Source: an optimization exercise on an open RTL-to-GDS flow (aim: small area). Production flows keep margins and buffers that such runs may drop. Function was checked by simulation only, so behaviour that the tests miss may differ from the original. No activity file was given, so power comes from the tool's default toggle rates.

## design.v

```verilog
`timescale 1ns / 1ps
module debouncer(input clk, input [4:0]btn, input reset, output [4:0]debounced_btn);
	wire hidden, brake, driver, passenger, reprogram;
	synchronize s1(.clk(clk), .in(btn[1]), .out(hidden));
	synchronize s2 (.clk(clk), .in(btn[3]), .out(brake));
	synchronize s3 (.clk(clk), .in(btn[2]), .out(driver));
	synchronize s4 (.clk(clk), .in(btn[4]), .out(passenger));
	synchronize s5 (.clk(clk), .in(btn[0]), .out(reprogram));
	debounce d1 (.clock_in(clk), .noisy_in(hidden), .clean_out(debounced_btn[1]), .reset_in(reset));
	debounce d2 (.clock_in(clk), .noisy_in(brake), .clean_out(debounced_btn[3]), .reset_in(reset));
	debounce d3 (.clock_in(clk), .noisy_in(driver), .clean_out(debounced_btn[2]), .reset_in(reset));
	debounce d4 (.clock_in(clk), .noisy_in(passenger), .clean_out(debounced_btn[4]), .reset_in(reset));
	debounce d5 (.clock_in(clk), .noisy_in(reprogram), .clean_out(debounced_btn[0]), .reset_in(reset));
endmodule
module synchronize 
#(parameter NSYNC = 3)   
(input clk,in, output reg out);
  reg [NSYNC-2:0] sync;
  always @ (posedge clk)
  begin
    {out,sync} <= {sync[NSYNC-2:0],in};
  end
endmodule
module debounce (input reset_in, clock_in, noisy_in,output reg clean_out);
   reg [9:0] count;
   reg new_input;
   always @(posedge clock_in)
     if (reset_in) begin 
        new_input <= noisy_in; 
        clean_out <= noisy_in; 
        count <= 0; end
     else if (noisy_in != new_input) begin new_input<=noisy_in; count <= 0; end
     else if (count == 1000) clean_out <= new_input;
     else count <= count+1;
endmodule
module time_parameters(input clk, input reset, input [1:0]interval_signal, input reprogram, 
input [1:0]time_parameter_selector, input [3:0]time_value, 
output reg[3:0]delay);
reg [3:0] time_values [0:3];
reg reprogram_q;
always @(*) begin
	delay = time_values[interval_signal];
end
always @(posedge clk) begin
	reprogram_q <= reprogram;
	if (reset) begin
		time_values[0] <= 4'd6;    
		time_values[1] <= 4'd8;    
		time_values[2] <= 4'd15;   
		time_values[3] <= 4'd10;   
	end else if (reprogram && !reprogram_q) begin
		time_values[time_parameter_selector] <= time_value;
	end
end
endmodule
module timer(input clk, input start_timer, input [3:0]countdown_amount, input reset, input sys_reset,
output reg expired_signal, output reg one_hz_enable, output reg [3:0]internal_counter);
reg [26:0]clk_counter;
reg timer_on;
always @ (posedge clk) begin
	if (reset) begin
		internal_counter <= 0;
		clk_counter <= 0;
		timer_on <= 1;
	end
	if (start_timer) begin
		internal_counter <= countdown_amount;
		clk_counter <= 0;
		timer_on <= 1;
	end
	expired_signal <= 0;
	if (timer_on && internal_counter == 4'b0000) begin
		expired_signal <= 1;
		timer_on <= 0;
	end
	clk_counter <= clk_counter + 1'b1;
	one_hz_enable <= 0;
	if (clk_counter == 5 - 1) begin
		clk_counter <= 0;
		one_hz_enable <= 1;
		if (internal_counter != 4'b0000) begin
			internal_counter <= internal_counter - 4'b0001;
		end
	end
	if (sys_reset) begin
		clk_counter <= 0;
		timer_on <= 0;
		expired_signal <= 0;
	end
end
endmodule
module anti_theft_fsm(input clk, input [4:0]btn, input [3:0]time_value, 
input [1:0]time_parameter_selector, input ignition, input reset, output reg[1:0]led, output power, output [6:0]seg, output [3:0]an);
reg [2:0] state;
wire one_hz_enable, expired_signal;
reg start_timer, timer_reset;
wire [3:0]countdown_amount, internal_counter;
timer t(.clk(clk), .start_timer(start_timer), .countdown_amount(countdown_amount), .reset(timer_reset), .sys_reset(reset),
.expired_signal(expired_signal), .one_hz_enable(one_hz_enable), .internal_counter(internal_counter));
wire hidden, brake, driver, passenger, reprogram;
debouncer d(.clk(clk), .btn(btn), .reset(reset), .debounced_btn({passenger, brake, driver, hidden, reprogram}));
reg [1:0]countdown_type;
time_parameters tp(.clk(clk), .reset(reset), .interval_signal(countdown_type), .reprogram(reprogram), 
.time_parameter_selector(time_parameter_selector), .time_value(time_value),
.delay(countdown_amount));
seven_segment_display ssd(.clk(clk), .number({internal_counter, 1'b0, state}), .reset(reset), .anode(an), .seg(seg));
fuel_pump fp(.clk(clk), .reset(reset), .ignition(ignition), .brake(brake), .hidden(hidden), .power(power));
always @(posedge clk) begin
	start_timer <= 1'b0;
	timer_reset <= 1'b0;
	if (reprogram || reset) begin
		timer_reset <= 1'b1;
		state <= 3'b000;
	end
	if (state == 3'b000) begin	 
		if (one_hz_enable) begin
			led[0] <= !led[0];
		end
		led[1] <= 0;
		if (ignition) begin
			state <= 3'b100;
		end
		if (driver || passenger) begin 
			countdown_type <= driver ? 2'd1:2'd2;
			start_timer <= 1'b1;
			state <= 3'b001;
		end
	end
	if (state == 3'b001) begin	 
		led[0] <= 1;
		led[1] <= 0;
		if (ignition) begin
			state <= 3'b100;
			timer_reset <= 1'b1;
		end
		if (expired_signal && !ignition) begin
			state <= 3'b010;
		end
	end
	if (state == 3'b010) begin	 
		led[0] <= 1;
		led[1] <= 1;
		if (!driver && !passenger) begin
			start_timer <= 1'b1;
			countdown_type <= 2'd3;
			state <= 3'b011;
		end
		if (ignition) begin 
			led[1] <= 0;
			state <= 3'b100;
		end
	end
	if (state == 3'b011) begin	 
		if (expired_signal) begin
			led[1] <= 0;
			state <= 3'b000;
		end
	end
	if (state == 3'b100) begin	 
		led[0] <= 0;
		led[1] <= 0;
		if (!ignition) begin
			state <= 3'b101;
		end
	end
	if (state == 3'b101) begin	 
		if (driver) begin
			state <= 3'b110;
		end
	end
	if (state == 3'b110) begin	 
		if (!driver) begin
			countdown_type <= 2'd0;
			start_timer <= 1'b1;
			state <= 3'b111;
		end
	end
	if (state == 3'b111) begin	 
		if (driver) begin
			state <= 3'b110;
		end
		if (expired_signal) begin
			state <= 3'b000;
		end
	end
	if (reset) begin
		state <= 3'b000;
		led <= 2'b00;
	end
end
endmodule
module fuel_pump (input clk, input reset, input ignition, input brake, input hidden, output reg power);
reg [1:0]state;
always @ (posedge clk) begin
	if (state == 2'b00) begin
		power <= 1'b0;
		if (ignition) begin
			state <= 2'b01;
		end
	end
	if (state == 2'b01) begin
		if (hidden && brake) begin
			state <= 2'b10;
		end
	end
	if (state == 2'b10) begin
		power <= 1'b1;
		if (!ignition) begin
			state <= 2'b00;
		end
	end
	if (reset) begin
		state <= 2'b00;
		power <= 1'b0;
	end
end
endmodule
module seven_segment_display(input clk, input [7:0] number, input reset,
output reg [3:0] anode, output reg [6:0] seg);
reg [3:0] LED_BCD;
reg [19:0] refresh_counter;
wire [1:0] LED_activating_counter;
always @(posedge clk)
begin 
  if(reset==1)
		refresh_counter <= 0;
  else
		refresh_counter <= refresh_counter + 1;
end 
assign LED_activating_counter = refresh_counter[19:18];
always @(*)
begin
  case(LED_activating_counter)
  2'b00: begin
		anode = 4'b1110; 
		LED_BCD = number[3:0];
  end
  2'b10: begin
		anode = 4'b1101; 
		LED_BCD = number[7:4];
  end
  default: begin
		anode = 4'b1111; 
		LED_BCD = 4'b0000;
  end
  endcase
end
always @(*)
begin
  case(LED_BCD)
	  4'b0000: seg = 7'b1000000;  
	  4'b0001: seg = 7'b1111001;  
	  4'b0010: seg = 7'b0100100;  
	  4'b0011: seg = 7'b0110000;  
	  4'b0100: seg = 7'b0011001;  
	  4'b0101: seg = 7'b0010010;  
	  4'b0110: seg = 7'b0000010;  
	  4'b0111: seg = 7'b1111000;  
	  4'b1000: seg = 7'b0000000;  
	  4'b1001: seg = 7'b0010000;  
	  4'b1010: seg = 7'b0001000;  
	  4'b1011: seg = 7'b0000000;  
	  4'b1100: seg = 7'b1000110;  
	  4'b1101: seg = 7'b1000000;  
	  4'b1110: seg = 7'b0000110;  
	  4'b1111: seg = 7'b0001110;  
	  default: seg = 7'b1000000;  
  endcase
end
endmodule
```

## run.sh

```bash
#!/bin/bash
# synth_recipe.tcl (not shown) runs the flow's synth.tcl, then flattens the netlist and writes it again
# the make line also repeats each setting of config.mk as NAME=value (left out here)
make -C /OpenROAD-flow-scripts/flow DESIGN_CONFIG=/design/flow/config.mk WORK_HOME=/design/flow/orfs CLKGATE_MAP_FILE= SYNTH_SCRIPT=/design/flow/synth_recipe.tcl finish
```

## config.mk

```make
export PLATFORM = sky130hd
export DESIGN_NAME = anti_theft_fsm
export DESIGN_NICKNAME = anti_theft_fsm
export VERILOG_FILES = /design/flow/design.v
export SDC_FILE = /design/flow/constraint.sdc
export NUM_CORES = 4
export LEC_CHECK = 0
export CAP_MARGIN = 20
export CORE_MARGIN = 2
export CORE_UTILIZATION = 40
export SLEW_MARGIN = 20
```

## constraint.sdc

```tcl
create_clock -name core_clock -period 10.0 [get_ports {clk}]
set_input_delay 2.0000 -clock core_clock [delete_from_list [all_inputs] [get_ports {clk}]]
set_output_delay 2.0000 -clock core_clock [all_outputs]
set_load 0.01 [all_outputs]
```

==> flow_summary.yaml <==
grt:
  antenna_found_initial: 0
  grt_pass1_vias: 5223
  grt.overflow.total: 0
  grt_usage_pct: 14.7
  grt_max_degree: 52
  grt_pass1_wl_um: 23800
cells_and_area:
  utilization_pct: 46.1
  final_nets: 812
  antenna_cells: 0
  fin_area_um2: 8300
  syn_to_final_growth_pct: 12.7
  drive_gt1_share_pct: 9.47
synth:
  yosysSeqAreaShare_pct: 46.5
  yosysMostFrequentCell: "dfxtp_1"
  synth_area_leader_cell: "dfxtp_1"
  synthArstFlopShare_pct: 0
  synth_cells: 772
  ys_ff_latch: 158
  yosys_warnings: 7
  yosys_most_used_dff: "dfxtp_1"
  synthDistinctLibCells: 63
  synth-edff-count: 26
  synth.avg_cell_area_um2: 9.54
  syn_area_um2: 7370
  synth_common_cells: "dfxtp_1, nor2_1, a21oi_1"
  netlist_top_cells_area: "dfxtp_1, edfxtp_1, nor2_1"
  synth_top_cell_area_share_pct: 35.9
worst_setup_path:
  slowest_stage: "dfxtp_1"
  crit_required_ns: 8.00
  start_kind: "flop"
  crit_fanout: 22
  worstPathArrival_ns: 2.94
  end_kind: "output port"
  criticalPathCategory: "reg2out"
  crit_chain: "mux2i_1 > nor2_1 > inv_1 > ha_1 > or2_2 > a21oi_1 > clkdlybuf4s50_1"
  slowest_delay_ns: 0.73
cts:
  clk_pin_slew_ns: 0.07
  cts-buffers-inserted: 17
  cts_setup_buffers: 0
  worstSkewPairLatency_ns: 0.43
  cts_sinks: 158
  cts_root_buffer: "clkbuf_16"
  cts_tree: "built"
  clockBufferDepth: 2
  cts_hold_buf: 0
  cts_resized: 0
  h-tree-depth: 4
timing:
  finalHoldViolCount: 0
  period_needed_ns: 4.94
  max_slew.worst_pin.slew_ns: 0.731
  slew_violations: 0
  period_share_pct: 49.4
  grt_setup_unrepaired: "false"
  fmax_ghz: 0.202
  slew-limit-headroom_pct: 51.2
  finClkSkew_ns: 0.0117
  setup_violations: 0
  fin_setup_tns_ns: 0
pwr:
  total_power_mw: 1.51
  peakVddDrop_v: 0.000122
  powerDensity_nw_per_um2: 182
  p_leak_nw: 2.80
run_status:
  run_status: "timing/DRC/antenna clean"
route:
  viasPerCell: 5.28
  ant_nets: 0
  drc_errors: 0
  routed_wl_um: 13700
  wl_per_cell_um: 13.4
  first_pass_iters: 4
  first_iter_violations: 245
  vias: 5388
place:
  port_buffers: 25
  placed_area_um2: 7700
  dp_hpwl_um: 9640
  place_congestion: 0.758
floorplan:
  fp.coreArea_um2: 18000
  die_h_um: 140
  start_util_pct: 40.9
  ios: 28
  fp.dieArea_um2: 19500
  dieWidth_um: 140
  num_rows: 49
worst_hold_path:
  hp-class: "reg2reg"
job:
  maxCapViolCount: 0
-- cells by family (layout without fill, tap and decap cells) --
| logic type | Yosys count | count (layout) | synth area share (%) |
|---|---|---|---|
| AO/OA/AOI/OAI | 113 | 113 | 9.51 |
| XOR/XNOR | 66 | 66 | 7.85 |
| adder cells (fa/ha/maj) | 19 | 19 | 3.23 |
| buffers and inverters | 72 | 91 | 4.53 |
| flip-flops | 158 | 158 | 46.5 |
| multiplexers | 24 | 24 | 4.21 |
| other | 1 | 2 | 0.0509 |
| AND/OR/NAND/NOR | 319 | 319 | 24.2 |
-- registers in the layout (all words and copies together) (netlist names), 3 cells and up --
register and flops:
tp.time_values 16, d.d1.count 10, d.d5.count 10, d.d3.count 10, state 3, d.d2.count 10, t.internal_counter 4, ssd.refresh_counter 20
t.clk_counter 27, d.d4.count 10
-- layout make-up --
class                           instances  area, µm²
Clock buffer                           19        464
Sequential cell                       158       3420
Clock inverter                         13        138
Inverter                               33        124
Timing Repair Buffer                   26        253
Fill cell                            1731       9720
Tap cell                              229        287
Multi-Input combinational cell        543       3610
-- final timing paths --
check	startpoint	end	slack, ns	depth (start not counted)
worst min-delay path	d.s4.sync[0]	d.s4.sync[1]	0.33	0
worst max-delay path	state[1]	seg[5]	5.06	7
worst min register to register	d.s4.sync[0]	d.s4.sync[1]	0.33	0
worst max register to register	t.clk_counter[0]	t.clk_counter[14]	7.95	6
-- stage by stage --
stage / cells / worst slack [ns] / hold WS (ns)
detailed placement: 989 / 5.51 / 0.314
floorplan: 773 / 5.98 / 0.310
finish: 1021 / 5.06 / 0.327
CTS: 1021 / 5.04 / 0.330
global route: 1021 / 4.85 / 0.334
global placement: 989 / 5.59 / 0.311
-- critical path: cells and delay by family (launching register included) --
| family | cells | cell delay (ns) |
|---|---|---|
| fa+ha+maj | 1 | 0.22 |
| buf+inv | 2 | 0.66 |
| compound gates | 1 | 0.14 |
| simple gates | 2 | 0.59 |
| mux | 1 | 0.16 |
| flops | 1 | 0.73 |
-- placed cells by master, fill, tap and decap left out, types with 19 or more instances in the layout --
master | netlist | routed
nand2_1 | 33 | 33
xor2_1 | 32 | 32
o21ai_0 | 25 | 25
clkdlybuf4s50_1 | 0 | 24
nor2_1 | 84 | 84
ha_1 | 19 | 19
xnor2_1 | 34 | 34
edfxtp_1 | 26 | 26
a21oi_1 | 44 | 44
nand3_1 | 40 | 40
inv_1 | 33 | 33
or3_1 | 20 | 20
dfxtp_1 | 132 | 132
-- power breakdown --
part | switching (mW) | internal [mW] | total [mW]
Clock | 0.278 | 0.374 | 0.652
Sequential | 0.0390 | 0.676 | 0.715
Combinational | 0.0713 | 0.0748 | 0.146
Total | 0.388 | 1.12 | 1.51
-- per-layer routing --
| layer | global-route usage (%) | wire, µm | vias to the layer above |
|---|---|---|---|
| li1 | - | - | 2753 |
| met1 | 17.8 | 6380 | 2538 |
| met2 | 24.9 | 6600 | 79 |
| met3 | 4.03 | 486 | 18 |
| met4 | 5.58 | 250 | 0 |
| met5 | 0 | 0 | - |

port drivers added, routing unchanged:
How much do the figures lean on ideal ports? The routed layout below was timed once more, with nothing changed but the port constraints.
Step 1 (the two cells are an assumption about what drives the block):
set clk [get_ports {clk}]
set_driving_cell -lib_cell sky130_fd_sc_hd__clkbuf_16 $clk
set_driving_cell -lib_cell sky130_fd_sc_hd__buf_2 [delete_from_list [all_inputs] $clk]
Step 2, shift: input delay + t, output delay - t, t = (earliest + latest rising clock arrival at the registers) / 2. This alone moves slack from input paths to output paths.
a / b / c = no drivers / after step 1 / after step 2; a / b = the first two.
t, ns: 0.468
setup slack, ns: 5.059 / 5.014 / 5.482
worst setup path at the end: register to output
latest minus earliest clock arrival (ns): 0.012 / 0.012
pins driven straight from the clock port: 1
After both steps this run still meets setup and hold. For this run, drivers alone change the setup slack by -0.045 ns; drivers and shift together by +0.423 ns.
